Background: an optimization exercise with open tools, aiming at small area. Do not read the settings as production practice. At most, simulation tests tie the RTL to the original design; equivalence was not proved. Only the layout flow was run in runs 2 to 8; the RTL was not checked for function there. Power figures rest on the tool's default switching activity, not on a simulated workload.

==> flow/design.v <==
`timescale 1ns / 1ps
module tile_hash_frontend (
    input  logic        clk,
    input  logic        rst_n,
    input  logic        vram_we,
    input  logic [12:0] vram_addr,
    input  logic [7:0]  vram_wdata,
    input  logic        cfg_enable,
    output logic        tile_done,
    output logic [8:0]  tile_index,
    output logic        hash_valid,
    output logic [15:0] hash_out
);
    logic [7:0]  tile_buffer [0:15];
    logic [15:0] written;
    logic [8:0]  cur_tile;
    logic        capture_in_progress;
    logic        streaming;
    logic        done;
    logic [3:0]  stream_index;
    logic [15:0] crc;
    wire cap_we  = cfg_enable & vram_we & ~(vram_addr[12] & vram_addr[11]);
    wire new_cap = cap_we & (~capture_in_progress | done |
                             (vram_addr[12:4] != cur_tile));
    always_ff @(posedge clk) begin
        for (int i = 0; i < 16; i++) begin
            if (cap_we && vram_addr[3:0] == 4'(i)) begin
                tile_buffer[i] <= vram_wdata;
                written[i]     <= 1'b1;
            end else if (new_cap) begin
                written[i]     <= 1'b0;
            end
        end
        if (new_cap)
            cur_tile <= vram_addr[12:4];
    end
    always_ff @(posedge clk or negedge rst_n) begin
        if (!rst_n)
            capture_in_progress <= 1'b0;
        else if (cap_we)
            capture_in_progress <= 1'b1;
        else if (done)
            capture_in_progress <= 1'b0;
    end
    wire start = ~streaming & ~done & capture_in_progress & (&written);
    wire last  = streaming & (&stream_index);
    always_ff @(posedge clk or negedge rst_n) begin
        if (!rst_n) begin
            streaming    <= 1'b0;
            done         <= 1'b0;
            stream_index <= 4'd0;
        end else begin
            streaming    <= start | (streaming & ~last);
            done         <= last;
            if (streaming)
                stream_index <= stream_index + 4'd1;
        end
    end
    wire [7:0] byte_in = written[stream_index] ? tile_buffer[stream_index] : 8'h00;
    wire [7:0] t = crc[15:8] ^ byte_in;
    wire [7:0] x = t ^ {4'h0, t[7:4]};
    wire [15:0] crc_step = {crc[7:0], 8'h00} ^ {x[3:0], 12'h000} ^ {3'b000, x, 5'b00000} ^ {8'h00, x};
    always_ff @(posedge clk) begin
        crc <= streaming ? crc_step : 16'hFFFF;
    end
    assign tile_done  = done;
    assign hash_valid = done;
    assign tile_index = cur_tile;
    assign hash_out   = crc;
endmodule
==> flow/run.sh <==
#!/bin/bash
# synth_recipe.tcl (not shown) runs the flow's synth.tcl, then flattens the netlist and writes it again
# the make line also repeats each setting of config.mk as NAME=value (left out here)
make -C /OpenROAD-flow-scripts/flow DESIGN_CONFIG=/design/flow/config.mk WORK_HOME=/design/flow/orfs CLKGATE_MAP_FILE= SYNTH_SCRIPT=/design/flow/synth_recipe.tcl finish
==> flow/config.mk <==
export PLATFORM = sky130hd
export DESIGN_NAME = tile_hash_frontend
export DESIGN_NICKNAME = tile_hash_frontend
export VERILOG_FILES = /design/flow/design.v
export SDC_FILE = /design/flow/constraint.sdc
export NUM_CORES = 4
export LEC_CHECK = 0
export CAP_MARGIN = 20
export CORE_MARGIN = 2
export CORE_UTILIZATION = 40
export SLEW_MARGIN = 20
==> flow/constraint.sdc <==
create_clock -name core_clock -period 10.0 [get_ports {clk}]
set_input_delay 2.0000 -clock core_clock [delete_from_list [all_inputs] [get_ports {clk}]]
set_output_delay 2.0000 -clock core_clock [all_outputs]
set_load 0.01 [all_outputs]
==> results.json, run 1 <==
{
  "fp.dieW_um": 137,
  "min_period_ns": 3.76,
  "max_cap_violations": 0,
  "synthTopCellsByArea": "edfxtp_1 (58%), dfxtp_1 (9.1%), a22oi_1 (2.5%)",
  "row_count": 48,
  "cts_buffer_depth": 2,
  "grt_max_degree": 39,
  "arrival_ns": 3.83,
  "synth_area_leader_cell": "edfxtp_1",
  "drc": 0,
  "io_pins": 52,
  "cp.required_ns": 10.06,
  "synth.avg_cell_area_um2": 14.7,
  "finalHoldViolations": 0,
  "slew_headroom_pct": 23.7,
  "grt-ovfl-total": 0,
  "synth_edf_count": 137,
  "synth-compound-area-share_pct": 11.0,
  "synth_seq_cells": 176,
  "synth.distinct_cells": 53,
  "drive_gt1_share_pct": 11.7,
  "grt_antenna_before_repair": 0,
  "yosysWarnings": 2,
  "wirelength_mm": 17.3,
  "synth_adder_area_share_pct": 0.708,
  "critical_path_class": "input pin to register",
  "worstSetupStartpointType": "input pin",
  "r2r_start": "stream_index[0]",
  "die_h_um": 137,
  "cts_root_buf": "clkbuf_16",
  "cts.reportedPaths.clkPinSlew_ns": 0.06,
  "ff2ff_path_depth": 10,
  "cts_resized": 0,
  "insertion_delay_ns": 0.44,
  "cts_made_buffers": 17,
  "cts_tree": "yes",
  "nets": 565,
  "grt_pass1_vias": 4377,
  "synth_top_family_by_area": "compound AO/OA/AOI/OAI gates",
  "yosysTopAreaCellShare_pct": 58.2,
  "vias": 4368,
  "rsz0062_at_grt": "false",
  "fin_worst_skew_ns": 0.00802,
  "drt-pass1-iter-count": 6,
  "worstPathCellList": "clkdlybuf4s50_1, and2_1, nand2_1, or3_1, nor2_1",
  "slowest_delay_ns": 0.69,
  "synthArstFlopShare_pct": 3.98,
  "fmax_mhz": 266,
  "r2r_end": "crc[13]",
  "grt_use_total_pct": 19.9,
  "dpl.hpwl_mm": 11.4,
  "netlist_instances": 482,
  "port_buffers": 51,
  "endpoint": "tile_buffer[4][6]",
  "critPathSlowestCell": "nor2_1",
  "end_kind": "register",
  "startpoint": "cfg_enable",
  "wl_per_cell_um": 22.4,
  "slew_violations": 0,
  "drt_first_iter_violations": 564,
  "syn-cell-area_um2": 7070,
  "grt_pass1_wl_mm": 26.8,
  "synth-main-ff-cell": "edfxtp_1",
  "cts_setup_buffers": 0,
  "tightest_slew_ns": 1.14,
  "fillers": 1474,
  "cts_sinks": 176,
  "ys_seq_area_share_pct": 69.8,
  "min_path_type": "register to register",
  "gp_congestion": 0.832,
  "syn-num-nets": 511,
  "crit_fanout": 9,
  "fin_hold_ws_ns": 0.481,
  "yosys.area_share.simple_pct": 8.23,
  "core_area_um2": 17300,
  "cellPowerDensity_nw_per_um2": 180,
  "antenna_left": 0,
  "rrSetupSlack_ns": 6.44,
  "finalSetupTns_ns": 0,
  "setup_viol": 0,
  "cts.hold.buffers_added": 0,
  "area_delta_synth_final_pct": 19.0,
  "synth_xor_area_share_pct": 4.09,
  "num_antenna_cells": 0,
  "finalCritPeriodShare_pct": 37.6,
  "p_leak_nw": 2.84,
  "synth_mux_area_share_pct": 4.20,
  "irDropWorstVdd_v": 0.000134,
  "initial_core_util_pct": 40.9,
  "vias_per_cell": 5.64,
  "status": "no timing/DRC/antenna violations",
  "h-tree-depth": 4,
  "die_area_um2": 18700
}
==> metrics by stage <==
step	utilization [%]	area (um2)	instances	power [W]	setup slack [ns]
floorplan	-	7070	482	0.000838	6.36
global placement	45.2	7820	742	0.000868	5.66
detailed placement	45.2	7820	742	0.000870	5.57
CTS	48.6	8400	774	0.00152	6.02
global route	48.6	8410	774	0.00156	6.09
finish	48.6	8410	774	0.00151	6.24
==> state kept, by name, summed over array words and instances (netlist names) <==
register / cells
streaming: 1
crc: 16
done: 1
written: 16
capture_in_progress: 1
cur_tile: 9
stream_index: 4
tile_buffer: 128
==> how the worst min path moves through the flow <==
| stage | startpoint | endpoint | slack (ns) | depth (start not counted) |
|---|---|---|---|---|
| floorplan | written[1] | written[1] | 0.44 | 1 |
| global placement | written[1] | written[1] | 0.45 | 1 |
| detailed placement | written[15] | written[15] | 0.46 | 1 |
| CTS | written[15] | written[15] | 0.48 | 1 |
| global route | crc[1] | crc[9] | 0.51 | 2 |
| finish | written[5] | written[5] | 0.48 | 1 |
==> where the power goes <==
group,switching [W],leakage (nW),internal (W),total (W)
logic,0.0000272,0.976,0.0000213,0.0000485
clock network,0.000284,0.278,0.000371,0.000656
registers,0.00000633,1.59,0.000799,0.000806
==> layout by cell type (no fill, tap or decap), drive strengths merged, types with 8 or more instances in the layout <==
master,instances
nor3,8
xor2,13
clkdlybuf4s50,51
inv,10
a21o,16
xnor2,14
buf,10
nand2b,12
a22oi,24
mux2,11
a21oi,8
nand3,10
edfxtp,137
dfxtp,32
nand2,40
nor2,29
clkbuf,18
==> logic make-up (layout without fill, tap and decap cells) <==
| logic type | count (synthesis) | in the layout |
|---|---|---|
| AO/OA/AOI/OAI | 97 | 97 |
| AND/OR/NAND/NOR | 123 | 123 |
| adder cells (fa/ha/maj) | 4 | 4 |
| flip-flops | 176 | 176 |
| XOR/XNOR | 28 | 28 |
| multiplexers | 22 | 22 |
| buffers and inverters | 32 | 99 |
==> per-layer routing <==
metal  part of all wire, %  global-route usage, %  routed length [um]  vias up
met5                     0                      0                   0        -
met4                   1.8                   6.93                 308        0
met3                   6.5                   4.19                1130       24
met2                    47                   30.6                8210      160
met1                    44                   28.0                7680     2220
li1                      -                      -                   -     1964
==> Yosys cell counts, types with 6 or more instances <==
master,count
a21o_1,16
dfrtp_1,7
buf_2,11
dfxtp_1,32
inv_1,6
nand2_1,40
a21oi_1,8
nor2_1,29
a222oi_1,6
xnor2_1,10
a22oi_1,24
nand3_1,10
nand4_1,6
nand2b_1,12
mux2_2,9
edfxtp_1,137
xor2_1,13
nor3_1,8
buf_1,8
mux2i_1,6
==> cell type report <==
| type | count | area, um2 | area share (%) |
|---|---|---|---|
| Inverter | 6 | 22.5 | 0.268 |
| Timing Repair Buffer | 61 | 586 | 6.96 |
| Tap cell | 225 | 282 | 3.35 |
| Clock inverter | 14 | 158 | 1.87 |
| Sequential cell | 176 | 4930 | 58.6 |
| Clock buffer | 18 | 429 | 5.10 |
| Multi-Input combinational cell | 274 | 2010 | 23.8 |
==> worst max-delay path: cells and delay by family <==
kind / cells / cell delay, ns
AND/OR/NAND/NOR: 4 / 1.38
buffers and inverters: 1 / 0.44
==> run 2: changes to the inputs <==
--- a/flow/design.v
+++ b/flow/design.v
@@ -58,3 +58,9 @@
     end
-    wire [7:0] byte_in = written[stream_index] ? tile_buffer[stream_index] : 8'h00;
+    logic [7:0] byte_in;
+    always_comb begin
+        byte_in = 8'h00;
+        for (int i = 0; i < 16; i++)
+            if (written[i] && stream_index == 4'(i))
+                byte_in = byte_in | tile_buffer[i];
+    end
     wire [7:0] t = crc[15:8] ^ byte_in;
==> flow/flow/run.sh (new file) <==
#!/bin/bash
cp standard.sh standard.sh.txt
export BUFFER_PORTS_ARGS="-buffer_cell sky130_fd_sc_hd__buf_1"
export CTS_ARGS="-sink_clustering_enable -repair_clock_nets -buf_list {sky130_fd_sc_hd__clkbuf_4 sky130_fd_sc_hd__clkbuf_8} -dont_use_dummy_load"
bash standard.sh > standard.log 2>&1
==> flow/standard.sh (new file) <==
#!/bin/bash
# synth_recipe.tcl (not shown) runs the flow's synth.tcl, then flattens the netlist and writes it again
# the make line also repeats each setting of config.mk as NAME=value (left out here)
make -C /OpenROAD-flow-scripts/flow DESIGN_CONFIG=/design/flow/config.mk WORK_HOME=/design/flow/orfs CLKGATE_MAP_FILE= SYNTH_SCRIPT=/design/flow/synth_recipe.tcl "${@:-finish}"
removed: flow/run.sh
==> run 2 against run 1 <==
  * Clock skew rose by 0.013 ns
  * Count of clock-buffer cells in the layout is 1 lower
  * Utilization shrank 4.0 points
  * Non-clock buffer count shrank 6
  * Sequential share of layout area rose by 8.0 points
  * Global-route usage fell by 1.8 points
  * Synthesized cell count is 11% lower
  * Hold slack gained 0.00072 ns
  * Final cell count decreased by 9.6%
  * Critical path type unchanged
==> results.json, run 2 <==
{
  "area_delta_synth_final_pct": 8.89,
  "core_area_um2": 16600,
  "cts_sinks": 176,
  "initial_core_util_pct": 41.0,
  "drc": 0,
  "cts_tree": "yes",
  "grt_pass1_vias": 3959,
  "vias": 3936,
  "worstSetupStartpointType": "input pin",
  "grt_antenna_before_repair": 0,
  "pwr-share-clk_pct": 30.1,
  "row_count": 47,
  "mostFrequentLayoutCells": "edfxtp_1 (137), buf_1 (51), dfxtp_1 (32)",
  "grt_max_degree": 29,
  "die_area_um2": 18000,
  "place_inst": 683,
  "cts_buffer_depth": 2,
  "min_path_cells": 1,
  "max_cap_violations": 0,
  "yosysWarnings": 2,
  "cts_setup_buffers": 0,
  "cts_root_buf": "clkbuf_8",
  "combinationalPowerShare_pct": 3.1,
  "final_common_cell": "edfxtp_1",
  "finalCritPeriodShare_pct": 35.5,
  "grt_pass1_wl_mm": 23.4,
  "fmax_mhz": 282,
  "fillers": 1501,
  "synth-main-ff-cell": "edfxtp_1",
  "yosysTopAreaCellShare_pct": 60.5,
  "critical_path_class": "input pin to register",
  "drt_first_iter_violations": 335,
  "h-tree-depth": 4,
  "dpl.hpwl_mm": 10.4,
  "slew_violations": 0,
  "slew_headroom_pct": 30.3,
  "p_sw_w": 0.000245,
  "cts_made_buffers": 17,
  "fin_cells": 700,
  "finalHoldViolations": 0,
  "top_regs": "tile_buffer x128, crc x16, written x16",
  "end_kind": "register",
  "grt-ovfl-total": 0,
  "finalSetupTns_ns": 0,
  "synthTopCellsByArea": "edfxtp_1 (61%), dfxtp_1 (9.4%), a221oi_1 (3.1%)",
  "wirelength_mm": 15.7,
  "cts.reportedPaths.clkPinSlew_ns": 0.07,
  "cts_resized": 0,
  "drt-pass1-iter-count": 5,
  "syn-num-nets": 460,
  "tightest_slew_ns": 1.04,
  "irDropWorstVdd_v": 0.0000983,
  "setup_viol": 0,
  "antenna_left": 0,
  "power.total_w": 0.00121,
  "rsz0062_at_grt": "false",
  "insertion_delay_ns": 0.45,
  "swShare_pct": 20.3,
  "io_pins": 52,
  "synth_area_leader_cell": "edfxtp_1",
  "regMostFlops": "tile_buffer",
  "min_path_type": "register to register",
  "synth_common_cells": "edfxtp_1 (137), dfxtp_1 (32), a221oi_1 (24), a22o_1 (24), nand2_1 (24)",
  "synth.avg_cell_area_um2": 15.8,
  "multi_input_area_um2": 1730,
  "synth_seq_cells": 176,
  "drive_gt1_share_pct": 7.92,
  "vias_per_cell": 5.62,
  "largest_reg_flops": 128,
  "num_antenna_cells": 0,
  "die_h_um": 134,
  "status": "no timing/DRC/antenna violations",
  "crit_fanout": 17,
  "ys_seq_area_share_pct": 72.5,
  "cellPowerDensity_nw_per_um2": 163,
  "grt_use_total_pct": 18.1,
  "p_int_w": 0.000961,
  "port_buffers": 51,
  "syn-cell-area_um2": 6800,
  "min_period_ns": 3.55,
  "cp.required_ns": 10.12,
  "gp_congestion": 0.858,
  "p_leak_nw": 2.48,
  "regArea_um2": 4930,
  "synth_edf_count": 137,
  "yosysMostFrequentCell": "edfxtp_1",
  "netlist_instances": 431,
  "arrival_ns": 3.67,
  "ff2ff_path_depth": 9,
  "synth.distinct_cells": 48,
  "synthArstFlopShare_pct": 3.98,
  "nets": 511,
  "cts.hold.buffers_added": 0,
  "fp.dieW_um": 134,
  "fin_worst_skew_ns": 0.0213,
  "seqPwrFrac_pct": 66.7,
  "wl_per_cell_um": 22.4
}
run 2: changes by cell type after synthesis, sizes merged, moves of 8 or more:
cell / before / now
a22oi: 24 / 16
nor2: 29 / 18
nand4: 6 / 14
nand2: 40 / 25
a22o: 5 / 24
and4b: 0 / 8
a221oi: 6 / 24
run 2: power by group through the flow:
stage / Combinational, W / Sequential (W) / Clock (W)
3_5_place_dp: 0.0000381 / 0.000821 / 0
5_1_grt: 0.0000414 / 0.000805 / 0.000395
2_1_floorplan: 0.0000163 / 0.000820 / 0
6_report: 0.0000380 / 0.000804 / 0.000363
3_3_place_gp: 0.0000364 / 0.000820 / 0
4_1_cts: 0.0000382 / 0.000804 / 0.000372
run 2: layer usage:
metal	wire [um]	global-route usage [%]	vias to the layer above
met2	7680	29.5	136
li1	-	-	1790
met5	0	0	-
met3	1050	5.25	15
met4	238	5.67	0
met1	6710	23.4	1995
run 2: cell type report:
| cell class | count | share of cell area (%) |
|---|---|---|
| inverter | 4 | 0.203 |
| multi-input combinational | 228 | 23.3 |
| timing repair buffer | 55 | 2.99 |
| tap | 220 | 3.72 |
| sequential | 176 | 66.6 |
| clock buffer | 17 | 3.16 |
run 2: path summary, 6_finish.rpt:
kind                                   endpoint  slack (ns)            start
min in group asynchronous       stream_index[3]        1.43            rst_n
worst max register to register          crc[13]        6.66  stream_index[0]
worst min register to register       written[1]        0.48       written[1]
worst min-delay path                 written[1]        0.48       written[1]
max in group asynchronous       stream_index[2]        8.30            rst_n
worst max-delay path                cur_tile[6]        6.45     vram_addr[9]
run 2: metrics by stage:
step	hold slack [ns]	area (um2)	setup WS, ns	utilization [%]
global placement	0.454	7160	5.94	43.2
detailed placement	0.457	7170	6.02	43.2
floorplan	0.441	6800	6.38	-
finish	0.482	7400	6.45	44.6
global route	0.496	7400	6.36	44.6
CTS	0.478	7400	6.50	44.6
run 2: critical path: stages:
cell	delay, ns
buf_1	0.12
xnor2_1	0.14
nand4_1	0.10
or4_1	0.48
nand2_1	0.47
inv_1	0.36
run 2: kinds of logic after synthesis:
family	synth area share, %
buffers and inverters	2.15
AOI/OAI and AO/OA	11.5
muxes	0.994
xor gates and xnor gates	3.57
and+or+nand+nor	8.56
adders and majority gates	0.736
DFF	72.5
==> run 3: changes to the inputs <==
==> flow/flow/run.sh (replaced) <==
#!/bin/bash
cp standard.sh standard.sh.txt
export BUFFER_PORTS_ARGS="-buffer_cell sky130_fd_sc_hd__buf_1"
export CTS_ARGS="-sink_clustering_enable -repair_clock_nets -buf_list {sky130_fd_sc_hd__clkbuf_8} -sink_clustering_size 30 -sink_clustering_max_diameter 80 -dont_use_dummy_load"
bash standard.sh > standard.log 2>&1
==> run 3 against run 2 <==
  * Synthesized area unchanged
  * Utilization unchanged
  * Maximum frequency unchanged
  * Critical path type unchanged
  * Critical endpoint unchanged
==> results.json, run 3 <==
{
  "cts_root_buf": "clkbuf_8",
  "worstSetupStartpointType": "input pin",
  "cts.hold.buffers_added": 0,
  "cellPowerDensity_nw_per_um2": 163,
  "synth_common_cells": "edfxtp_1 (137), dfxtp_1 (32), a221oi_1 (24), a22o_1 (24), nand2_1 (24)",
  "pwr-share-clk_pct": 30.1,
  "slew_violations": 0,
  "ys_seq_area_share_pct": 72.5,
  "slowest_delay_ns": 0.48,
  "yosysWarnings": 2,
  "insertion_delay_ns": 0.45,
  "slew_headroom_pct": 30.3,
  "post-route-util_pct": 44.6,
  "worstPathCellList": "buf_1, xnor2_1, nand4_1, or4_1, nand2_1, inv_1",
  "drive_gt1_share_pct": 7.92,
  "status": "no timing/DRC/antenna violations",
  "cts_resized": 0,
  "netlist_instances": 431,
  "grt_pass1_wl_mm": 23.4,
  "mostFrequentLayoutCells": "edfxtp_1 (137), buf_1 (51), dfxtp_1 (32)",
  "synthArstFlopShare_pct": 3.98,
  "synth.distinct_cells": 48,
  "core_area_um2": 16600,
  "syn-cell-area_um2": 6800,
  "min_period_ns": 3.55,
  "port_buffers": 51,
  "grt-busiest-layer": "met2",
  "cts.reportedPaths.clkPinSlew_ns": 0.07,
  "synth_seq_cells": 176,
  "crit_fanout": 17,
  "tightest_slew_ns": 1.04,
  "grt-ovfl-total": 0,
  "area_delta_synth_final_pct": 8.89,
  "swShare_pct": 20.3,
  "drt-pass1-iter-count": 5,
  "fmax_mhz": 282,
  "grt_util_met1_pct": 23.4,
  "die_h_um": 134,
  "synth-main-ff-cell": "edfxtp_1",
  "synth_adder_area_share_pct": 0.736,
  "critPathSlowestCell": "or4_1",
  "synth.avg_cell_area_um2": 15.8,
  "min_path_cells": 1,
  "nets": 511,
  "combinationalPowerShare_pct": 3.1,
  "synth_top_family_by_area": "compound AO/OA/AOI/OAI gates",
  "grt_util_met3_pct": 5.25,
  "dpl.hpwl_mm": 10.4,
  "drc": 0,
  "gp_congestion": 0.858,
  "wirelength_mm": 15.7,
  "syn-num-nets": 460,
  "grt_use_total_pct": 18.1,
  "finalCritPeriodShare_pct": 35.5,
  "cts_setup_buffers": 0,
  "cts_tree": "yes",
  "yosysMostFrequentCell": "edfxtp_1",
  "arrival_ns": 3.67,
  "num_antenna_cells": 0,
  "regMostFlops": "tile_buffer",
  "synthTopCellsByArea": "edfxtp_1 (61%), dfxtp_1 (9.4%), a221oi_1 (3.1%)",
  "wl_per_cell_um": 22.4,
  "cp.required_ns": 10.12,
  "grt_antenna_before_repair": 0,
  "setup_viol": 0,
  "critical_path_class": "input pin to register",
  "grt_pass1_vias": 3959,
  "cts_made_buffers": 17,
  "io_pins": 52,
  "min_path_type": "register to register",
  "synth-compound-area-share_pct": 11.5,
  "antenna_left": 0,
  "initial_core_util_pct": 41.0,
  "fp.dieW_um": 134,
  "drt_first_iter_violations": 335,
  "seqPwrFrac_pct": 66.7,
  "finalSetupTns_ns": 0,
  "max_cap_violations": 0,
  "largest_reg_flops": 128,
  "synth_xor_area_share_pct": 3.57,
  "final_common_cell": "edfxtp_1",
  "cts_sinks": 176,
  "top_regs": "tile_buffer x128, crc x16, written x16",
  "cts_buffer_depth": 2,
  "fin_worst_skew_ns": 0.0213,
  "ff2ff_path_depth": 9,
  "end_kind": "register",
  "yosysTopAreaCellShare_pct": 60.5,
  "synth_edf_count": 137,
  "synth_mux_area_share_pct": 0.994,
  "met2_usage_pct": 29.5,
  "die_area_um2": 18000,
  "finalHoldViolations": 0,
  "vias": 3936,
  "post-place-ws_ns": 6.02,
  "synth_area_leader_cell": "edfxtp_1",
  "postLayoutSetupSlackWorst_ns": 6.45,
  "rsz0062_at_grt": "false",
  "irDropWorstVdd_v": 0.0000983,
  "row_count": 47,
  "p_sw_w": 0.000245,
  "vias_per_cell": 5.62,
  "p_int_w": 0.000961,
  "grt_max_degree": 29,
  "h-tree-depth": 4,
  "p_leak_nw": 2.48,
  "yosys.area_share.simple_pct": 8.56
}
run 3: kinds of logic after synthesis:
kind of cell	Yosys count
mux	6
buf+inv	27
fa+ha+maj	4
compound gates	93
xor+xnor	26
flops	176
simple gates	99
run 3: routing by layer:
layer | part of all wire [%] | vias to the layer above
li1 | - | 1790
met1 | 43 | 1995
met2 | 49 | 136
met3 | 6.7 | 15
met4 | 1.5 | 0
met5 | 0 | -
run 3: critical path, delay by kind of cell:
family,cells,cell delay [ns]
xor gates and xnor gates,1,0.14
buffers and inverters,2,0.48
and+or+nand+nor,3,1.05
run 3: stage by stage:
step	hold slack [ns]	instance area [um2]	power, W	std cells
final	0.482	7400	0.00121	700
after global placement	0.454	7160	0.000857	683
after CTS	0.478	7400	0.00121	700
after detailed placement	0.457	7170	0.000859	683
after global routing	0.496	7400	0.00124	700
after floorplan	0.441	6800	0.000837	431
run 3: worst paths after layout:
check	end	from	slack [ns]
worst max-delay path	cur_tile[6]	vram_addr[9]	6.45
worst min-delay path	written[1]	written[1]	0.48
worst max register to register	crc[13]	stream_index[0]	6.66
worst min register to register	written[1]	written[1]	0.48
max in group asynchronous	stream_index[2]	rst_n	8.30
min in group asynchronous	stream_index[3]	rst_n	1.43
run 3: power groups by stage:
stage          clock, W  sequential, W  combinational, W
6_report       0.000363       0.000804         0.0000380
5_1_grt        0.000395       0.000805         0.0000414
4_1_cts        0.000372       0.000804         0.0000382
3_5_place_dp          0       0.000821         0.0000381
3_3_place_gp          0       0.000820         0.0000364
2_1_floorplan         0       0.000820         0.0000163
run 3: final cells by class:
type,count,area (um2)
Tap cell,220,275
Sequential cell,176,4930
Timing Repair Buffer,55,221
Clock buffer,17,234
Fill cell,1501,9180
Inverter,4,15.0
Multi-Input combinational cell,228,1730
==> run 4: changes to the inputs <==
==> flow/flow/run.sh (replaced) <==
#!/bin/bash
cp standard.sh standard.sh.txt
export BUFFER_PORTS_ARGS="-buffer_cell sky130_fd_sc_hd__buf_1"
export CTS_ARGS="-sink_clustering_enable -repair_clock_nets -buf_list {sky130_fd_sc_hd__clkbuf_4 sky130_fd_sc_hd__clkbuf_8} -sink_clustering_size 40 -sink_clustering_max_diameter 100 -dont_use_dummy_load"
bash standard.sh > standard.log 2>&1
--- a/flow/config.mk
+++ b/flow/config.mk
@@ -9,3 +9,3 @@
 export CORE_MARGIN = 2
-export CORE_UTILIZATION = 40
+export CORE_UTILIZATION = 60
 export SLEW_MARGIN = 20
==> run 4 against run 3 <==
  * Die area down 32%
  * Setup slack better by 0.080 ns
  * Final area down 1.4%
  * Critical path type unchanged
  * Critical endpoint is now cur_tile[7]
  * Largest cell class unchanged
  * Largest power group unchanged
  * Highest routed layer unchanged
==> results.json, run 4 <==
{
  "status": "no timing/DRC/antenna violations",
  "cts_resized": 0,
  "fmax_mhz": 288,
  "finalCritPeriodShare_pct": 34.7,
  "gp_congestion": 0.826,
  "synth-compound-area-share_pct": 11.5,
  "regMostFlops": "tile_buffer",
  "fin_cells": 618,
  "critPathSlowestCell": "or4_1",
  "wirelength_mm": 14.8,
  "rsz0062_at_grt": "false",
  "worstSetupStartpointType": "input pin",
  "drt-pass1-iter-count": 5,
  "insertion_delay_ns": 0.46,
  "p_sw_w": 0.000240,
  "h-tree-depth": 4,
  "cts_tree": "yes",
  "slew_violations": 0,
  "cts.reportedPaths.clkPinSlew_ns": 0.07,
  "largest_reg_flops": 128,
  "fin_worst_skew_ns": 0.0268,
  "port_buffers": 51,
  "antenna_left": 0,
  "cts_made_buffers": 17,
  "arrival_ns": 3.60,
  "fin_hold_ws_ns": 0.487,
  "slowest_delay_ns": 0.47,
  "power.total_w": 0.00120,
  "yosysWarnings": 2,
  "crit_fanout": 17,
  "final_common_cell": "edfxtp_1",
  "synth-main-ff-cell": "edfxtp_1",
  "cpLargestDelayFamily": "simple AND/OR/NAND/NOR gates",
  "combinationalPowerShare_pct": 3.1,
  "initial_core_util_pct": 62.2,
  "pwr-share-clk_pct": 29.9,
  "synth_common_cells": "edfxtp_1 (137), dfxtp_1 (32), a221oi_1 (24), a22o_1 (24), nand2_1 (24)",
  "vias": 3948,
  "max_cap_violations": 0,
  "tightest_slew_ns": 1.13,
  "top_regs": "tile_buffer x128, crc x16, written x16",
  "synth_top_family_by_area": "compound AO/OA/AOI/OAI gates",
  "nets": 509,
  "p_int_w": 0.000961,
  "worst-path-buf-inv": 2,
  "grt_pass1_vias": 3783,
  "synth_area_leader_cell": "edfxtp_1",
  "core_area_um2": 10900,
  "synth_adder_area_share_pct": 0.736,
  "post-place-ws_ns": 6.08,
  "num_antenna_cells": 0,
  "place_inst": 601,
  "mostFrequentLayoutCells": "edfxtp_1 (137), buf_1 (51), dfxtp_1 (32)",
  "cts_sinks": 176,
  "fp.dieW_um": 110,
  "row_count": 38,
  "swShare_pct": 20.0,
  "io_pins": 52,
  "setup_viol": 0,
  "cp.required_ns": 10.12,
  "yosys.area_share.simple_pct": 8.56,
  "drt_first_iter_violations": 431,
  "syn-cell-area_um2": 6800,
  "cts_buffer_depth": 2,
  "netlist_instances": 431,
  "p_leak_nw": 2.47,
  "vias_per_cell": 6.39,
  "seqPwrFrac_pct": 67.0,
  "cts_root_buf": "clkbuf_8",
  "grt_pass1_wl_mm": 22.3,
  "postLayoutSetupSlackWorst_ns": 6.53,
  "grt_use_total_pct": 25.2,
  "critical_path_class": "input pin to register",
  "syn-num-nets": 460,
  "min_period_ns": 3.47,
  "finalSetupTns_ns": 0,
  "yosysMostFrequentCell": "edfxtp_1",
  "dpl.hpwl_mm": 10.1,
  "multi_input_area_um2": 1740,
  "min_path_type": "register to register",
  "die_h_um": 110,
  "fillers": 780,
  "regArea_um2": 4930,
  "synth_edf_count": 137,
  "drive_gt1_share_pct": 7.95,
  "grt_max_degree": 29,
  "grt-ovfl-total": 0,
  "synthTopCellsByArea": "edfxtp_1 (61%), dfxtp_1 (9.4%), a221oi_1 (3.1%)",
  "synth_mux_area_share_pct": 0.994,
  "cts.hold.buffers_added": 0,
  "cts_setup_buffers": 0,
  "synth.avg_cell_area_um2": 15.8,
  "irDropWorstVdd_v": 0.000112,
  "synth_seq_cells": 176,
  "wl_per_cell_um": 23.9,
  "yosysTopAreaCellShare_pct": 60.5,
  "cellPowerDensity_nw_per_um2": 165,
  "synthArstFlopShare_pct": 3.98,
  "grt_antenna_before_repair": 0,
  "end_kind": "register",
  "slew_headroom_pct": 24.1,
  "ys_seq_area_share_pct": 72.5,
  "drc": 0,
  "finalHoldViolations": 0,
  "die_area_um2": 12200,
  "synth.distinct_cells": 48,
  "worstPathCellList": "buf_1, xnor2_1, nand4_1, or4_1, nand2_1, inv_1",
  "area_delta_synth_final_pct": 7.35,
  "synth_xor_area_share_pct": 3.57
}
[run 4: cell types whose count changed in the layout (fill, tap and decap cells not counted), sizes merged]
cell	previous run	this run
buf	55	53
[run 4: path summary, 6_finish.rpt]
kind                                   endpoint  depth (start not counted)  slack, ns       startpoint
worst min-delay path                 written[5]                          1       0.49       written[5]
worst min register to register       written[5]                          1       0.49       written[5]
worst max-delay path                cur_tile[7]                          6       6.53     vram_addr[7]
min in group asynchronous       stream_index[2]                          1       1.45            rst_n
worst max register to register           crc[5]                          9       6.75  stream_index[0]
max in group asynchronous       stream_index[1]                          1       8.29            rst_n
[run 4: layout make-up]
| class | instances | share of cell area [%] |
|---|---|---|
| tap | 140 | 2.40 |
| clock buffer | 17 | 3.21 |
| inverter | 4 | 0.206 |
| sequential | 176 | 67.6 |
| timing repair buffer | 53 | 2.83 |
| multi-input combinational | 228 | 23.8 |
[run 4: worst register-to-register path, delay by kind of cell (launching register included)]
family	cells	cell delay [ns]
AND/OR/NAND/NOR	4	1.55
adder cells (fa/ha/maj)	1	0.26
AO/OA/AOI/OAI	3	0.81
flip-flops	1	0.44
buffers and inverters	1	0.09
[run 4: cells by family after synthesis]
logic type / after synthesis
mux: 6
xor+xnor: 26
simple gates: 99
flops: 176
compound gates: 93
fa+ha+maj: 4
buf+inv: 27
[run 4: power by group through the flow]
stage / Clock [W] / Combinational, W / Sequential, W
after floorplan: 0 / 0.0000163 / 0.000820
after global placement: 0 / 0.0000360 / 0.000820
after detailed placement: 0 / 0.0000371 / 0.000821
after CTS: 0.000363 / 0.0000372 / 0.000804
after global routing: 0.000392 / 0.0000407 / 0.000806
final: 0.000359 / 0.0000370 / 0.000805
[run 4: per-layer routing]
| metal | routed length [um] | global-route usage, % |
|---|---|---|
| met2 | 7190 | 39.4 |
| met5 | 0 | 0 |
| met3 | 1150 | 6.04 |
| met4 | 150 | 7.42 |
| met1 | 6260 | 35.8 |
[run 4: through the flow]
stage	area, um2	util, %
detailed placement	7060	64.6
finish	7300	66.7
floorplan	6800	-
CTS	7300	66.7
global placement	7050	64.4
global route	7300	66.7
==> run 5: changes to the inputs <==
==> flow/flow/run.sh (replaced) <==
#!/bin/bash
# Layout flow: the standard flow (standard.sh) with these changes:
#  * after the standard synthesis, the combinational logic is re-mapped for
#    area with ABC (remap.ys / remap.abc); the registers are left exactly as
#    the standard synthesis made them (same instances, names and cells)
#  * port buffers are the smallest buffer (buf_1)
#  * CTS uses clkbuf_8 and inserts no dummy loads
# Each tool's output goes to its own log in this folder (and ORFS's logs).
set -euo pipefail
R=orfs/results/sky130hd/tile_hash_frontend/base
export BUFFER_PORTS_ARGS="-buffer_cell sky130_fd_sc_hd__buf_1"
export CTS_ARGS="-sink_clustering_enable -repair_clock_nets -buf_list {sky130_fd_sc_hd__clkbuf_8} -dont_use_dummy_load"

bash standard.sh synth > standard_synth.log 2>&1
cp $R/1_2_yosys.v standard_1_2_yosys.v
LIB=$FLOW_HOME/platforms/sky130hd/lib/sky130_fd_sc_hd__tt_025C_1v80.lib
FFS=$(grep -o "sky130_fd_sc_hd__[a-z0-9_]*" standard_1_2_yosys.v | sort -u | grep -E "__(df|edf|sdf|dl)" | tr '\n' ' ')
sed -e "s|@LIB@|$LIB|g" -e "s|@FFS@|$FFS|g" -e "s|@ABC@|$PWD/flow/remap.abc|g" \
    -e "s|@IN@|$PWD/standard_1_2_yosys.v|g" -e "s|@OUT@|$PWD/remapped.v|g" flow/remap.ys > remap_run.ys
yosys -l remap.log -s remap_run.ys > /dev/null 2>&1
cp remapped.v $R/1_2_yosys.v
touch $R/1_2_yosys.v
bash standard.sh > standard.log 2>&1
==> flow/flow/remap.abc (new file) <==
strash
dch
amap -F 50 -A 50
==> flow/flow/remap.ys (new file) <==
# Re-map the standard synthesis's combinational logic for area.
# Register cells (@FFS@) are kept as black boxes, so they stay as they are.
read_liberty -ignore_miss_func @LIB@
blackbox @FFS@
read_verilog @IN@
hierarchy -top tile_hash_frontend
flatten
opt_clean
tee -o remap_before.txt stat -liberty @LIB@
techmap
opt -fast
abc -liberty @LIB@ -dont_use *probe* -dont_use *lpflow* -dont_use *clkbuf* -dont_use *clkinv* -dont_use *dlygate* -dont_use *clkdly* -dont_use *buf_* -script @ABC@
opt_clean -purge
rename -enumerate
tee -o remap_after.txt stat -liberty @LIB@
write_verilog -noattr -noexpr @OUT@
--- a/flow/config.mk
+++ b/flow/config.mk
@@ -9,3 +9,3 @@
 export CORE_MARGIN = 2
-export CORE_UTILIZATION = 60
+export CORE_UTILIZATION = 40
 export SLEW_MARGIN = 20
==> run 5 against run 4 <==
  * Largest power group unchanged
  * Critical path depth is 2 lower
  * Combinational power grew to 2.8 times the previous value
  * Utilization is 21 points lower
  * Final area is 0.57% lower
  * Synthesized cell count is 3.5% higher
  * Sequential share of layout area is 0.38 points higher
  * Setup slack worse by 0.27 ns
==> results.json, run 5 <==
{
  "min_path_type": "register to register",
  "die_area_um2": 17100,
  "cts.reportedPaths.clkPinSlew_ns": 0.07,
  "endpoint": "tile_buffer[0][6]",
  "setup_viol": 0,
  "finalSetupTns_ns": 0,
  "cp.required_ns": 10.05,
  "r2r_start": "stream_index[0]",
  "post-route-util_pct": 45.8,
  "grt_use_total_pct": 19.8,
  "cts_made_buffers": 17,
  "cpLargestDelayFamily": "simple AND/OR/NAND/NOR gates",
  "fin_cells": 743,
  "drt-pass1-iter-count": 4,
  "syn-num-nets": 471,
  "grt_max_degree": 26,
  "final_common_cell": "edfxtp_1",
  "rsz0062_at_grt": "false",
  "postLayoutSetupSlackWorst_ns": 6.26,
  "drc": 0,
  "slew_headroom_pct": 25.8,
  "arrival_ns": 3.79,
  "worstPathCellList": "buf_1, a21oi_1, nand3_1, nor2_1",
  "yosysWarnings": 2,
  "grt-ovfl-total": 0,
  "slowest_delay_ns": 0.85,
  "grt_pass1_vias": 4016,
  "antenna_left": 0,
  "r2r_end": "crc[15]",
  "regArea_um2": 4930,
  "h-tree-depth": 4,
  "drive_gt1_share_pct": 6.26,
  "synth.avg_cell_area_um2": 14.4,
  "status": "no timing/DRC/antenna violations",
  "cts_root_buf": "clkbuf_8",
  "grt_pass1_wl_mm": 24.0,
  "cts.hold.buffers_added": 0,
  "die_h_um": 131,
  "finalCritPeriodShare_pct": 37.4,
  "multi_input_area_um2": 1380,
  "cellPowerDensity_nw_per_um2": 178,
  "cts_setup_buffers": 0,
  "fin_worst_skew_ns": 0.0312,
  "core_area_um2": 15800,
  "fillers": 1449,
  "worstSetupStartpointType": "input pin",
  "cts_sinks": 176,
  "grt_antenna_before_repair": 0,
  "regMostFlops": "tile_buffer",
  "netlist_instances": 446,
  "crit_fanout": 8,
  "critPathSlowestCell": "nor2_1",
  "irDropWorstVdd_v": 0.000123,
  "port_buffers": 51,
  "min_period_ns": 3.74,
  "post-place-ws_ns": 5.79,
  "wirelength_mm": 16.0,
  "num_antenna_cells": 0,
  "mostFrequentLayoutCells": "edfxtp_1 (137), buf_1 (51), inv_1 (40)",
  "place_inst": 726,
  "rrSetupSlack_ns": 6.59,
  "syn-cell-area_um2": 6430,
  "slew_violations": 0,
  "vias": 4193,
  "insertion_delay_ns": 0.46,
  "cts_resized": 0,
  "worst-path-stages": 4,
  "gp_congestion": 0.841,
  "row_count": 46,
  "nets": 554,
  "tightest_slew_ns": 1.10,
  "max_cap_violations": 0,
  "finalHoldViolations": 0,
  "initial_core_util_pct": 40.6,
  "drt_first_iter_violations": 538,
  "critical_path_class": "input pin to register",
  "ff2ff_path_depth": 15,
  "largest_reg_flops": 128,
  "worst-path-buf-inv": 1,
  "cts_buffer_depth": 2,
  "io_pins": 52,
  "top_regs": "tile_buffer x128, crc x16, written x16",
  "fmax_mhz": 268,
  "startpoint": "vram_addr[11]",
  "p_leak_nw": 2.32,
  "end_kind": "register",
  "vias_per_cell": 5.64,
  "wl_per_cell_um": 21.5,
  "area_delta_synth_final_pct": 12.8,
  "cts_tree": "yes",
  "dpl.hpwl_mm": 11.0,
  "fp.dieW_um": 131
}
-- run 5: worst reg2reg max path, cell delays in order (launching register included) --
cell and delay, ns:
dfrtp_1 0.41, inv_1 0.10, nor2_1 0.06, inv_1 0.18, nor3_1 0.10, buf_4 0.18
a22o_1 0.23, a221o_1 0.27, a221oi_1 0.45, nand3_1 0.18, nor3_1 0.30, nor2_1 0.07
a21oi_1 0.24, o21ai_0 0.23, a21oi_1 0.17, o21ai_0 0.10
-- run 5: stage by stage --
step / hold slack (ns) / total power (W) / cell area, um2
global placement: 0.481 / 0.000934 / 7000
floorplan: 0.464 / 0.000893 / 6430
global route: 0.521 / 0.00134 / 7250
finish: 0.503 / 0.00129 / 7250
detailed placement: 0.489 / 0.000937 / 7000
CTS: 0.502 / 0.00129 / 7230
-- run 5: final cells by class --
type | count | area share, %
flip-flops and latches | 176 | 68.0
multi-input cells | 230 | 19.0
repair buffers | 64 | 3.98
well taps | 216 | 3.73
clock buffers | 17 | 3.23
inverters | 40 | 2.07
-- run 5: report_power, final --
group	leakage, nW	switching, W	internal, W
clock	0.122	0.000214	0.000150
combinational	0.618	0.0000775	0.0000272
sequential	1.59	0.0000118	0.000807
total	2.32	0.000303	0.000985
-- run 5: how the worst min path moves through the flow --
stage | startpoint | end | depth (start not counted)
5_1_grt | crc[0] | crc[8] | 2
4_1_cts | written[13] | written[13] | 2
2_1_floorplan | written[2] | written[2] | 2
3_5_place_dp | crc[3] | crc[11] | 1
3_3_place_gp | crc[2] | crc[10] | 1
6_report | written[12] | written[12] | 2
-- run 5: routing by layer --
layer / share of wire [%] / GRT usage (%) / wire length, um / vias up
met5: 0 / 0 / 0 / -
met4: 1.5 / 6.32 / 243 / 0
met3: 6.2 / 4.93 / 991 / 19
met2: 49 / 32.1 / 7760 / 164
met1: 44 / 26.3 / 6980 / 2106
li1: - / - / - / 1904
==> run 6: changes to the inputs <==
--- a/flow/config.mk
+++ b/flow/config.mk
@@ -9,3 +9,3 @@
 export CORE_MARGIN = 2
-export CORE_UTILIZATION = 40
+export CORE_UTILIZATION = 60
 export SLEW_MARGIN = 20
==> run 6 against run 5 <==
  * Still clean
  * Total power is 0.81% lower
  * Via count is 0.93% lower
  * Critical path depth stayed put
  * Global-route usage is 8.0 points higher
  * Synthesized area stayed put
  * Hold slack worse by 0.012 ns
  * Synthesized cell count stayed put
  * Clock power is 2% lower
  * Register-to-register slack worse by 0.02 ns
  * Critical endpoint is now tile_buffer[5][0]
==> results.json, run 6 <==
{
  "status": "no timing/DRC/antenna violations",
  "grt_util_met1_pct": 36.7,
  "irDropWorstVdd_v": 0.000147,
  "cp.required_ns": 10.08,
  "final_common_cell": "edfxtp_1",
  "placed_area_um2": 6910,
  "synth.avg_cell_area_um2": 14.4,
  "min_path_type": "register to register",
  "r2r_start": "stream_index[0]",
  "drt_first_iter_violations": 481,
  "fmax_mhz": 282,
  "wl_per_cell_um": 22.4,
  "arrival_ns": 3.63,
  "fin_worst_skew_ns": 0.0229,
  "die_h_um": 108,
  "gp_congestion": 0.867,
  "startpoint": "vram_addr[12]",
  "p_leak_nw": 2.33,
  "rsz0062_at_grt": "false",
  "nets": 555,
  "syn-num-nets": 471,
  "top_regs": "tile_buffer x128, crc x16, written x16",
  "port_buffers": 51,
  "cts_buffer_depth": 2,
  "min_period_ns": 3.55,
  "antenna_left": 0,
  "core_area_um2": 10400,
  "mostFrequentLayoutCells": "edfxtp_1 (137), buf_1 (51), inv_1 (40)",
  "cts_sinks": 176,
  "h-tree-depth": 4,
  "cts_resized": 0,
  "vias": 4154,
  "syn-cell-area_um2": 6430,
  "grt_pass1_wl_mm": 22.3,
  "grt_pass1_vias": 3989,
  "grt_util_met3_pct": 7.38,
  "cellPowerDensity_nw_per_um2": 178,
  "netlist_instances": 446,
  "largest_reg_flops": 128,
  "insertion_delay_ns": 0.46,
  "ff2ff_path_depth": 15,
  "cts_made_buffers": 17,
  "rrSetupSlack_ns": 6.57,
  "slew_violations": 0,
  "fp.dieW_um": 108,
  "endpoint": "tile_buffer[5][0]",
  "fin_hold_ws_ns": 0.491,
  "drive_gt1_share_pct": 6.25,
  "grt-ovfl-total": 0,
  "worstSetupStartpointType": "input pin",
  "finalCritPeriodShare_pct": 35.5,
  "yosysWarnings": 2,
  "grt-busiest-layer": "met2",
  "crit_fanout": 8,
  "cts_setup_buffers": 0,
  "cts_tree": "yes",
  "slew_headroom_pct": 20.3,
  "wirelength_mm": 14.9,
  "regMostFlops": "tile_buffer",
  "row_count": 37,
  "tightest_slew_ns": 1.19,
  "fin_area_um2": 7160,
  "fillers": 749,
  "drt-pass1-iter-count": 6,
  "finalHoldViolations": 0,
  "cts.hold.buffers_added": 0,
  "io_pins": 52,
  "dpl.hpwl_mm": 10.2,
  "min_path_cells": 1,
  "end_kind": "register",
  "cts.reportedPaths.clkPinSlew_ns": 0.07,
  "grt_max_degree": 26,
  "cts_root_buf": "clkbuf_8",
  "grt_antenna_before_repair": 0,
  "initial_core_util_pct": 62.0,
  "grt_use_total_pct": 27.7,
  "num_antenna_cells": 0,
  "met2_usage_pct": 43.0,
  "setup_viol": 0,
  "vias_per_cell": 6.26,
  "drc": 0,
  "die_area_um2": 11600,
  "area_delta_synth_final_pct": 11.3,
  "critical_path_class": "input pin to register",
  "max_cap_violations": 0,
  "finalSetupTns_ns": 0,
  "r2r_end": "crc[15]"
}
## run 6: power breakdown
part	switching (W)	internal [W]	total (W)
clock	0.000206	0.000150	0.000356
sequential	0.0000123	0.000807	0.000819
combinational	0.0000749	0.0000272	0.000102
## run 6: area by class of cell
cell class / count / area, um2 / share of cell area, %
Multi-Input combinational cell: 230 / 1380 / 19.2
Sequential cell: 176 / 4930 / 68.9
Tap cell: 136 / 170 / 2.38
Timing Repair Buffer: 65 / 297 / 4.14
Clock buffer: 17 / 234 / 3.27
Inverter: 40 / 150 / 2.10
## run 6: worst min path at each step
stage | from | to | slack [ns]
floorplan | written[2] | written[2] | 0.46
global placement | crc[3] | crc[11] | 0.46
detailed placement | crc[3] | crc[11] | 0.48
CTS | crc[3] | crc[11] | 0.49
global route | written[12] | written[12] | 0.52
finish | crc[3] | crc[11] | 0.49
## run 6: critical path, stage by stage
cell and delay, ns:
buf_1 0.12, a21oi_1 0.32, nand3_1 0.40, nor2_1 0.79
## run 6: per-layer routing
metal  up-vias  wire length, um
met5         -                0
met3        25             1240
met4         0              508
met2       209             7080
met1      2018             6040
li1       1902                -
## run 6: through the flow
| step | utilization, % | setup slack (ns) | cells | power (W) |
|---|---|---|---|---|
| finish | 69.0 | 6.45 | 664 | 0.00128 |
| global route | 69.0 | 6.26 | 664 | 0.00132 |
| CTS | 68.9 | 6.41 | 664 | 0.00128 |
| detailed placement | 66.6 | 5.90 | 647 | 0.000935 |
| global placement | 66.6 | 6.05 | 647 | 0.000932 |
| floorplan | - | 6.08 | 446 | 0.000893 |
==> run 7: changes to the inputs <==
--- a/flow/config.mk
+++ b/flow/config.mk
@@ -7,5 +7,5 @@
 export LEC_CHECK = 0
-export CAP_MARGIN = 20
+export CAP_MARGIN = 0
 export CORE_MARGIN = 2
 export CORE_UTILIZATION = 60
-export SLEW_MARGIN = 20
+export SLEW_MARGIN = 0
==> run 7 against run 6 <==
  * Still clean
  * Synthesized area unchanged
  * Non-clock buffer count unchanged
  * Final cell count unchanged
  * Setup slack worse by 0.0099 ns
  * Maximum frequency down 0.28%
  * Hold slack about the same
  * Largest cell class unchanged
  * Largest power group unchanged
==> results.json, run 7 <==
{
  "critPathSlowestCell": "a41oi_2",
  "vias_per_cell": 6.27,
  "end_kind": "register",
  "cts.reportedPaths.clkPinSlew_ns": 0.06,
  "antenna_left": 0,
  "drive_gt1_share_pct": 6.06,
  "p_sw_w": 0.000292,
  "die_area_um2": 11600,
  "drc": 0,
  "fmax_mhz": 281,
  "worstPathCellList": "buf_1, nand2_1, o21ai_0, nand2_1, a2111oi_0, a41oi_2",
  "slew_headroom_pct": 17.7,
  "h-tree-depth": 4,
  "cp.required_ns": 9.94,
  "vias": 4165,
  "tightest_slew_ns": 1.23,
  "drt-pass1-iter-count": 5,
  "initial_core_util_pct": 62.0,
  "grt_pass1_wl_mm": 22.3,
  "swShare_pct": 22.9,
  "fin_worst_skew_ns": 0.0224,
  "syn-cell-area_um2": 6430,
  "mostFrequentLayoutCells": "edfxtp_1 (137), buf_1 (51), inv_1 (40)",
  "fillers": 752,
  "drt_first_iter_violations": 482,
  "post-route-util_pct": 68.9,
  "crit_fanout": 25,
  "max_cap_violations": 0,
  "grt_pass1_vias": 3989,
  "row_count": 37,
  "crit_top_cell": "nand2_1",
  "combinationalPowerShare_pct": 7.9,
  "cts_buffer_depth": 2,
  "cts_made_buffers": 17,
  "area_delta_synth_final_pct": 11.0,
  "num_antenna_cells": 0,
  "largest_reg_flops": 128,
  "grt-ovfl-total": 0,
  "yosysWarnings": 2,
  "insertion_delay_ns": 0.45,
  "wl_per_cell_um": 22.5,
  "cts_setup_buffers": 0,
  "grt_max_degree": 26,
  "io_pins": 52,
  "gp_congestion": 0.867,
  "netlist_instances": 446,
  "nets": 555,
  "cellPowerDensity_nw_per_um2": 179,
  "cts_resized": 0,
  "synth.avg_cell_area_um2": 14.4,
  "finalCritPeriodShare_pct": 35.6,
  "core_area_um2": 10400,
  "worstSetupStartpointType": "input pin",
  "min_path_type": "register to register",
  "finalHoldViolations": 0,
  "finalSetupTns_ns": 0,
  "wirelength_mm": 14.9,
  "critical_path_class": "input pin to register",
  "cpLargestDelayFamily": "compound AO/OA/AOI/OAI gates",
  "setup_viol": 0,
  "cts_root_buf": "clkbuf_8",
  "cts_sinks": 176,
  "grt_use_total_pct": 27.7,
  "dpl.hpwl_mm": 10.2,
  "regMostFlops": "tile_buffer",
  "rsz0062_at_grt": "false",
  "slowest_delay_ns": 0.71,
  "top_regs": "tile_buffer x128, crc x16, written x16",
  "die_h_um": 108,
  "cts.hold.buffers_added": 0,
  "worst-path-buf-inv": 1,
  "syn-num-nets": 471,
  "status": "no timing/DRC/antenna violations",
  "p_int_w": 0.000984,
  "irDropWorstVdd_v": 0.000148,
  "p_leak_nw": 2.33,
  "arrival_ns": 3.50,
  "min_period_ns": 3.56,
  "grt_antenna_before_repair": 0,
  "final_common_cell": "edfxtp_1",
  "cts_tree": "yes",
  "slew_violations": 0,
  "fp.dieW_um": 108,
  "seqPwrFrac_pct": 64.2,
  "port_buffers": 51,
  "pwr-share-clk_pct": 27.9
}
[run 7: power by group through the flow]
stage	Clock [W]	Sequential (W)	Combinational [W]
CTS	0.000360	0.000819	0.0000997
floorplan	0	0.000835	0.0000587
global placement	0	0.000834	0.0000972
detailed placement	0	0.000835	0.0000994
finish	0.000356	0.000819	0.000101
global route	0.000385	0.000821	0.000111
[run 7: worst paths after layout]
path	startpoint	to	slack (ns)	cells after the start
setup / recovery	vram_addr[11]	cur_tile[8]	6.44	6
hold / removal	crc[3]	crc[11]	0.49	1
setup reg to reg	stream_index[0]	crc[12]	6.56	17
hold reg to reg	crc[3]	crc[11]	0.49	1
max in group asynchronous	rst_n	stream_index[2]	8.26	1
min in group asynchronous	rst_n	capture_in_progress	1.45	1
[run 7: per-layer routing]
layer	global-route usage, %	share of wire [%]
met1	36.7	40
met3	7.38	8.4
met4	13.3	3.6
met2	43.0	48
met5	0	0
[run 7: cell type report]
cell class	instances	area, um2	area share [%]
Clock buffer	17	234	3.28
Inverter	40	150	2.10
Multi-Input combinational cell	230	1360	19.0
Sequential cell	176	4930	69.0
Tap cell	136	170	2.38
Timing Repair Buffer	65	297	4.15
[run 7: stage by stage]
step | setup WS (ns) | cell area [um2] | cells | hold WS, ns | total power [W]
floorplan | 6.08 | 6430 | 446 | 0.464 | 0.000893
global placement | 6.05 | 6910 | 647 | 0.464 | 0.000932
detailed placement | 5.90 | 6910 | 647 | 0.481 | 0.000935
CTS | 6.41 | 7140 | 664 | 0.491 | 0.00128
global route | 6.26 | 7140 | 664 | 0.523 | 0.00132
finish | 6.44 | 7140 | 664 | 0.491 | 0.00128
==> run 8: changes to the inputs <==
--- a/flow/config.mk
+++ b/flow/config.mk
@@ -10,2 +10,3 @@
 export CORE_UTILIZATION = 60
+export GPL_TIMING_DRIVEN = 0
 export SLEW_MARGIN = 0
==> run 8 against run 7 <==
  * Now fails the layout checks on max-capacitance violations, max-slew violations
  * Maximum frequency shrank 3.1%
  * Register-to-register slack worse by 0.20 ns
  * Via count fell by 0.67%
  * Global-route usage decreased by 0.53 points
  * Wire length down 2.2%
  * Utilization shrank 0.75 points
  * Sequential cell count unchanged
  * Count of clock-buffer cells in the layout unchanged
  * Synthesized cell count unchanged
  * Critical path type unchanged
  * Critical endpoint is now tile_buffer[0][1]
  * Largest cell class unchanged
==> results.json, run 8 <==
{
  "status": "failed layout checks",
  "so_faults": "max-capacitance violations, max-slew violations",
  "cts.hold.buffers_added": 0,
  "regMostFlops": "tile_buffer",
  "finalCritPeriodShare_pct": 36.8,
  "fin_area_um2": 7060,
  "cts_root_buf": "clkbuf_8",
  "ff2ff_path_depth": 11,
  "cts_setup_buffers": 0,
  "grt_pass1_wl_mm": 22.0,
  "row_count": 37,
  "area_delta_synth_final_pct": 9.80,
  "netlist_instances": 446,
  "fp.dieW_um": 108,
  "min_period_ns": 3.68,
  "grt_max_degree": 21,
  "cts_buffer_depth": 2,
  "mostFrequentLayoutCells": "edfxtp_1 (137), buf_1 (51), inv_1 (40)",
  "cpLargestDelayFamily": "simple AND/OR/NAND/NOR gates",
  "power.total_w": 0.00127,
  "initial_core_util_pct": 62.0,
  "grt_use_total_pct": 27.2,
  "worstSetupStartpointType": "input pin",
  "max_cap_violations": 2,
  "crit_fanout": 8,
  "cp.required_ns": 10.06,
  "slowest_delay_ns": 0.94,
  "fillers": 757,
  "rrSetupSlack_ns": 6.36,
  "placed_area_um2": 6830,
  "vias": 4137,
  "insertion_delay_ns": 0.45,
  "die_area_um2": 11600,
  "regArea_um2": 4930,
  "nets": 543,
  "cts.reportedPaths.clkPinSlew_ns": 0.07,
  "fmax_mhz": 272,
  "endpoint": "tile_buffer[0][1]",
  "rsz0062_at_grt": "false",
  "grt_pass1_vias": 3967,
  "core_area_um2": 10400,
  "fin_worst_skew_ns": 0.0168,
  "wirelength_mm": 14.6,
  "wl_per_cell_um": 22.4,
  "largest_reg_flops": 128,
  "r2r_end": "crc[6]",
  "cts_made_buffers": 17,
  "hold_path.startpoint": "crc[3]",
  "grt-ovfl-total": 0,
  "worstPathCellList": "buf_1, a21oi_1, nand3_1, nor2_1",
  "fin_hold_ws_ns": 0.481,
  "r2r_start": "stream_index[0]",
  "vias_per_cell": 6.35,
  "final_common_cell": "edfxtp_1",
  "multi_input_area_um2": 1370,
  "irDropWorstVdd_v": 0.000128,
  "drive_gt1_share_pct": 4.07,
  "top_regs": "tile_buffer x128, crc x16, written x16",
  "drc": 0,
  "drt_first_iter_violations": 498,
  "yosysWarnings": 2,
  "grt_antenna_before_repair": 0,
  "cellPowerDensity_nw_per_um2": 180,
  "min_path_type": "register to register",
  "dpl.hpwl_mm": 9.73,
  "critPathSlowestCell": "nor2_1",
  "port_buffers": 51,
  "arrival_ns": 3.74,
  "cts_tree": "yes",
  "num_antenna_cells": 0,
  "slew_violations": 1,
  "synth.avg_cell_area_um2": 14.4,
  "setup_viol": 0,
  "cts_resized": 0,
  "antenna_left": 0,
  "finalHoldViolations": 0,
  "end_kind": "register",
  "cts_sinks": 176,
  "p_leak_nw": 2.26,
  "critical_path_class": "input pin to register",
  "io_pins": 52,
  "syn-cell-area_um2": 6430,
  "die_h_um": 108,
  "startpoint": "vram_addr[11]",
  "tightest_slew_ns": 1.49,
  "gp_congestion": 0.904,
  "h-tree-depth": 4,
  "finalSetupTns_ns": 0,
  "worst-path-stages": 4,
  "drt-pass1-iter-count": 7,
  "worst-path-buf-inv": 1,
  "slew_headroom_pct": -0.324,
  "syn-num-nets": 471
}
[run 8: changes by cell type in the layout (fill, tap and decap cells not counted)]
cell / previous run / this run
buf_4: 14 / 1
buf_8: 0 / 1
nor3_1: 19 / 18
nor3_2: 0 / 1
[run 8: how the worst min path moves through the flow]
stage,endpoint,slack (ns),cells after the start
after floorplan,written[2],0.46,2
after global placement,crc[11],0.46,1
after detailed placement,crc[11],0.47,1
after CTS,crc[11],0.49,1
after global routing,crc[11],0.52,1
final,crc[11],0.48,1
[run 8: layout make-up]
class	instances	share of cell area, %
Clock buffer	17	3.31
Multi-Input combinational cell	230	19.3
Sequential cell	176	69.8
Tap cell	136	2.41
Inverter	40	2.13
Timing Repair Buffer	53	3.03
[run 8: metrics by stage]
step                cells  utilization, %  setup WS (ns)
finish                652            68.1           6.32
detailed placement    635            65.9           5.84
floorplan             446               -           6.08
global placement      633            65.5           5.45
CTS                   652            68.1           6.31
global route          652            68.1           6.12
[run 8: layer usage]
metal  up-vias  track usage (%)  share of wire (%)
li1       1881                -                  -
met1      2008             36.1                 40
met2       213             42.5                 49
met3        35             5.69                8.1
met4         0             14.7                3.3
met5         -                0                  0
[run 8: power by group]
part	total (W)	switching, W	internal [W]
combinational	0.000100	0.0000732	0.0000269
clock	0.000355	0.000205	0.000150
sequential	0.000819	0.0000115	0.000807
total	0.00127	0.000290	0.000984
==> run 9: changes to the inputs <==
==> flow/design.v (replaced) <==
`timescale 1ns / 1ps
module tile_hash_frontend (
    input  logic        clk,
    input  logic        rst_n,
    input  logic        vram_we,
    input  logic [12:0] vram_addr,
    input  logic [7:0]  vram_wdata,
    input  logic        cfg_enable,
    output logic        tile_done,
    output logic [8:0]  tile_index,
    output logic        hash_valid,
    output logic [15:0] hash_out
);
    logic [7:0]  tile_buffer [0:15];
    logic [15:0] written;
    logic [8:0]  cur_tile;
    logic        capture_in_progress;
    logic        streaming;
    logic        done;
    logic [3:0]  stream_index;
    logic [15:0] crc;
    wire cap_we  = cfg_enable & vram_we & ~(vram_addr[12] & vram_addr[11]);
    wire new_cap = cap_we & (~capture_in_progress | (vram_addr[12:4] != cur_tile));
    logic [3:0]  wr_lo, wr_hi;
    logic [15:0] wr_en;
    always_comb begin
        for (int i = 0; i < 4; i++) begin
            wr_lo[i] = vram_addr[1:0] == 2'(i);
            wr_hi[i] = cap_we & (vram_addr[3:2] == 2'(i));
        end
        for (int i = 0; i < 16; i++)
            wr_en[i] = wr_lo[i % 4] & wr_hi[i / 4];
    end
    always_ff @(posedge clk) begin
        for (int i = 0; i < 16; i++)
            if (wr_en[i])
                tile_buffer[i] <= vram_wdata;
        written <= wr_en | (written & ~{16{new_cap}});
        if (new_cap)
            cur_tile <= vram_addr[12:4];
    end
    wire last  = streaming & (&stream_index);
    wire start = ~streaming & capture_in_progress & (&written);
    always_ff @(posedge clk or negedge rst_n) begin
        if (!rst_n) begin
            capture_in_progress <= 1'b0;
            streaming           <= 1'b0;
            done                <= 1'b0;
        end else begin
            capture_in_progress <= ~last & (cap_we | capture_in_progress);
            streaming           <= start | (streaming & ~last);
            done                <= last;
        end
    end
    logic [7:0] byte_in;
    always_comb begin
        byte_in = 8'h00;
        for (int i = 0; i < 16; i++)
            if (written[i] && stream_index == 4'(i))
                byte_in = byte_in | tile_buffer[i];
    end
    wire [7:0]  t = crc[15:8] ^ byte_in;
    wire [7:0]  x = t ^ {4'h0, t[7:4]};
    wire [15:0] crc_step = {crc[7:0], 8'h00} ^ {x[3:0], 12'h000} ^ {3'b000, x, 5'b00000} ^ {8'h00, x};
    always_ff @(posedge clk) begin
        stream_index <= streaming ? stream_index + 4'd1 : 4'd0;
        crc          <= streaming ? crc_step : 16'hFFFF;
    end
    assign tile_done  = done;
    assign hash_valid = done;
    assign tile_index = cur_tile;
    assign hash_out   = crc;
endmodule
==> run 9 against run 8 <==
  * Clock skew up 0.0013 ns
  * Sequential cell count unchanged
  * Sequential share of layout area down 0.20 points
  * Critical path depth unchanged
  * Clock power about the same
  * Combinational power down 55%
  * Synthesized area down 0.35%
  * Register-to-register slack better by 0.05 ns
  * The layout still fails its checks (max-capacitance violations, max-slew violations)
  * Count of clock-buffer cells in the layout unchanged
  * Utilization down 0.084 points
  * Wire length up 0.38%
==> results.json, run 9 <==
{
  "setup_viol": 0,
  "worstPathCellList": "buf_1, a21oi_1, nand3_1, nor2_1",
  "gp_congestion": 0.899,
  "status": "failed layout checks",
  "slew_headroom_pct": -1.23,
  "drive_gt1_share_pct": 4.71,
  "min_period_ns": 3.91,
  "arrival_ns": 3.96,
  "so_faults": "max-capacitance violations, max-slew violations",
  "p_leak_nw": 2.28,
  "critical_path_class": "input pin to register",
  "cts_setup_buffers": 0,
  "swShare_pct": 20.2,
  "io_pins": 52,
  "fin_worst_skew_ns": 0.0182,
  "drc": 0,
  "cts_made_buffers": 17,
  "cts_tree": "yes",
  "rsz0062_at_grt": "false",
  "combinationalPowerShare_pct": 3.8,
  "yosysWarnings": 2,
  "largest_reg_flops": 128,
  "area_delta_synth_final_pct": 10.1,
  "port_buffers": 51,
  "drt-pass1-iter-count": 7,
  "cellPowerDensity_nw_per_um2": 171,
  "cts_resized": 0,
  "finalSetupTns_ns": 0,
  "max_cap_violations": 1,
  "cts.reportedPaths.clkPinSlew_ns": 0.08,
  "final_common_cell": "edfxtp_1",
  "p_int_w": 0.000962,
  "row_count": 37,
  "finalHoldViolations": 0,
  "num_antenna_cells": 0,
  "die_h_um": 107,
  "cts.hold.buffers_added": 0,
  "nets": 537,
  "fmax_mhz": 256,
  "dpl.hpwl_mm": 9.78,
  "grt_max_degree": 17,
  "cts_root_buf": "clkbuf_8",
  "mostFrequentLayoutCells": "edfxtp_1 (137), buf_1 (51), nor2_1 (40)",
  "die_area_um2": 11500,
  "h-tree-depth": 4,
  "grt_use_total_pct": 27.2,
  "slowest_delay_ns": 0.97,
  "seqPwrFrac_pct": 66.8,
  "drt_first_iter_violations": 510,
  "fp.dieW_um": 107,
  "top_regs": "tile_buffer x128, crc x16, written x16",
  "grt-ovfl-total": 0,
  "grt_pass1_wl_mm": 22.0,
  "vias": 4110,
  "slew_violations": 9,
  "syn-cell-area_um2": 6410,
  "irDropWorstVdd_v": 0.000121,
  "grt_pass1_vias": 3881,
  "cts_buffer_depth": 2,
  "initial_core_util_pct": 61.8,
  "core_area_um2": 10400,
  "synth.avg_cell_area_um2": 14.6,
  "regMostFlops": "tile_buffer",
  "grt_antenna_before_repair": 0,
  "critPathSlowestCell": "nor2_1",
  "p_sw_w": 0.000243,
  "cp.required_ns": 10.05,
  "finalCritPeriodShare_pct": 39.1,
  "pwr-share-clk_pct": 29.4,
  "insertion_delay_ns": 0.45,
  "syn-num-nets": 464,
  "tightest_slew_ns": 1.51,
  "crit_fanout": 8,
  "antenna_left": 0,
  "wirelength_mm": 14.7,
  "min_path_type": "register to register",
  "cts_sinks": 176,
  "post-route-util_pct": 68.0,
  "netlist_instances": 439,
  "end_kind": "register",
  "wl_per_cell_um": 22.7,
  "worstSetupStartpointType": "input pin",
  "vias_per_cell": 6.36
}
run 9: stage by stage:
stage | cells | power (W) | hold WS [ns] | area [um2] | setup slack (ns)
6_report | 646 | 0.00121 | 0.452 | 7050 | 6.09
5_1_grt | 646 | 0.00124 | 0.470 | 7050 | 5.94
4_1_cts | 646 | 0.00121 | 0.448 | 7040 | 6.13
3_5_place_dp | 629 | 0.000867 | 0.434 | 6810 | 5.66
3_3_place_gp | 626 | 0.000863 | 0.427 | 6770 | 5.39
2_1_floorplan | 439 | 0.000843 | 0.410 | 6410 | 6.09
run 9: worst paths after layout:
path	startpoint	endpoint	slack [ns]	cells past startpoint
worst max-delay path	vram_addr[11]	tile_buffer[14][6]	6.09	4
worst min-delay path	stream_index[0]	stream_index[0]	0.45	1
worst max register to register	stream_index[0]	crc[12]	6.41	12
worst min register to register	stream_index[0]	stream_index[0]	0.45	1
max in group asynchronous	rst_n	capture_in_progress	8.50	1
min in group asynchronous	rst_n	done	1.34	1
run 9: power by group through the flow:
stage	combinational [W]	clock (W)	sequential [W]
3_3_place_gp	0.0000425	0	0.000821
6_report	0.0000455	0.000355	0.000805
2_1_floorplan	0.0000206	0	0.000822
3_5_place_dp	0.0000453	0	0.000822
4_1_cts	0.0000454	0.000357	0.000805
5_1_grt	0.0000507	0.000383	0.000806
run 9: metal layers:
layer	track usage, %	routed length [um]
met5	0	0
met4	12.7	552
met3	5.99	1290
met2	43.7	7000
met1	35.6	5810
run 9: cell type report:
type	instances	area [um2]
Sequential cell	176	4910
Clock buffer	17	234
Timing Repair Buffer	54	219
Fill cell	755	3320
Inverter	37	139
Multi-Input combinational cell	226	1380
Tap cell	136	170
run 9: worst max-delay path: cells and delay by family:
kind | cells | cell delay [ns]
buf+inv | 1 | 0.12
simple gates | 2 | 1.40
compound gates | 1 | 0.45

==> what the ideal ports hide <==
How much do the figures lean on ideal ports? The routed layouts below were timed once more, with nothing changed but the port constraints.
Step 1 assumes that a clkbuf_16 drives the clock port and a buf_2 every other input.
Step 2 moves the port delays by t, midway between the first and last clock arrival at a register: inputs arrive t later, outputs are due t later. That takes back most of the time a late clock gives input paths.
Slacks: ideal / step 1 / step 2; pairs: ideal / step 1.
run	shift t [ns]	setup WS [ns]	slew at the worst register clock pin (ns)	pins driven straight from the clock port
run 1	0.473	6.237 / 6.248 / 5.776	0.07 / 0.07	1
run 2	0.473	6.450 / 6.463 / 5.990	0.08 / 0.08	1
run 3	0.473	6.450 / 6.463 / 5.990	0.08 / 0.08	1
run 4	0.482	6.529 / 6.539 / 6.056	0.09 / 0.09	1
run 5	0.483	6.264 / 6.280 / 5.798	0.10 / 0.10	1
run 6	0.477	6.448 / 6.463 / 5.986	0.09 / 0.09	1
run 7	0.475	6.438 / 6.451 / 5.977	0.08 / 0.08	1
run 8	0.475	6.323 / 6.338 / 5.864	0.08 / 0.08	1
run 9	0.474	6.087 / 6.100 / 5.627	0.08 / 0.08	1
The setup slack of run 4, which loses most, moves by +0.010 ns with the drivers and by -0.473 ns with both steps.
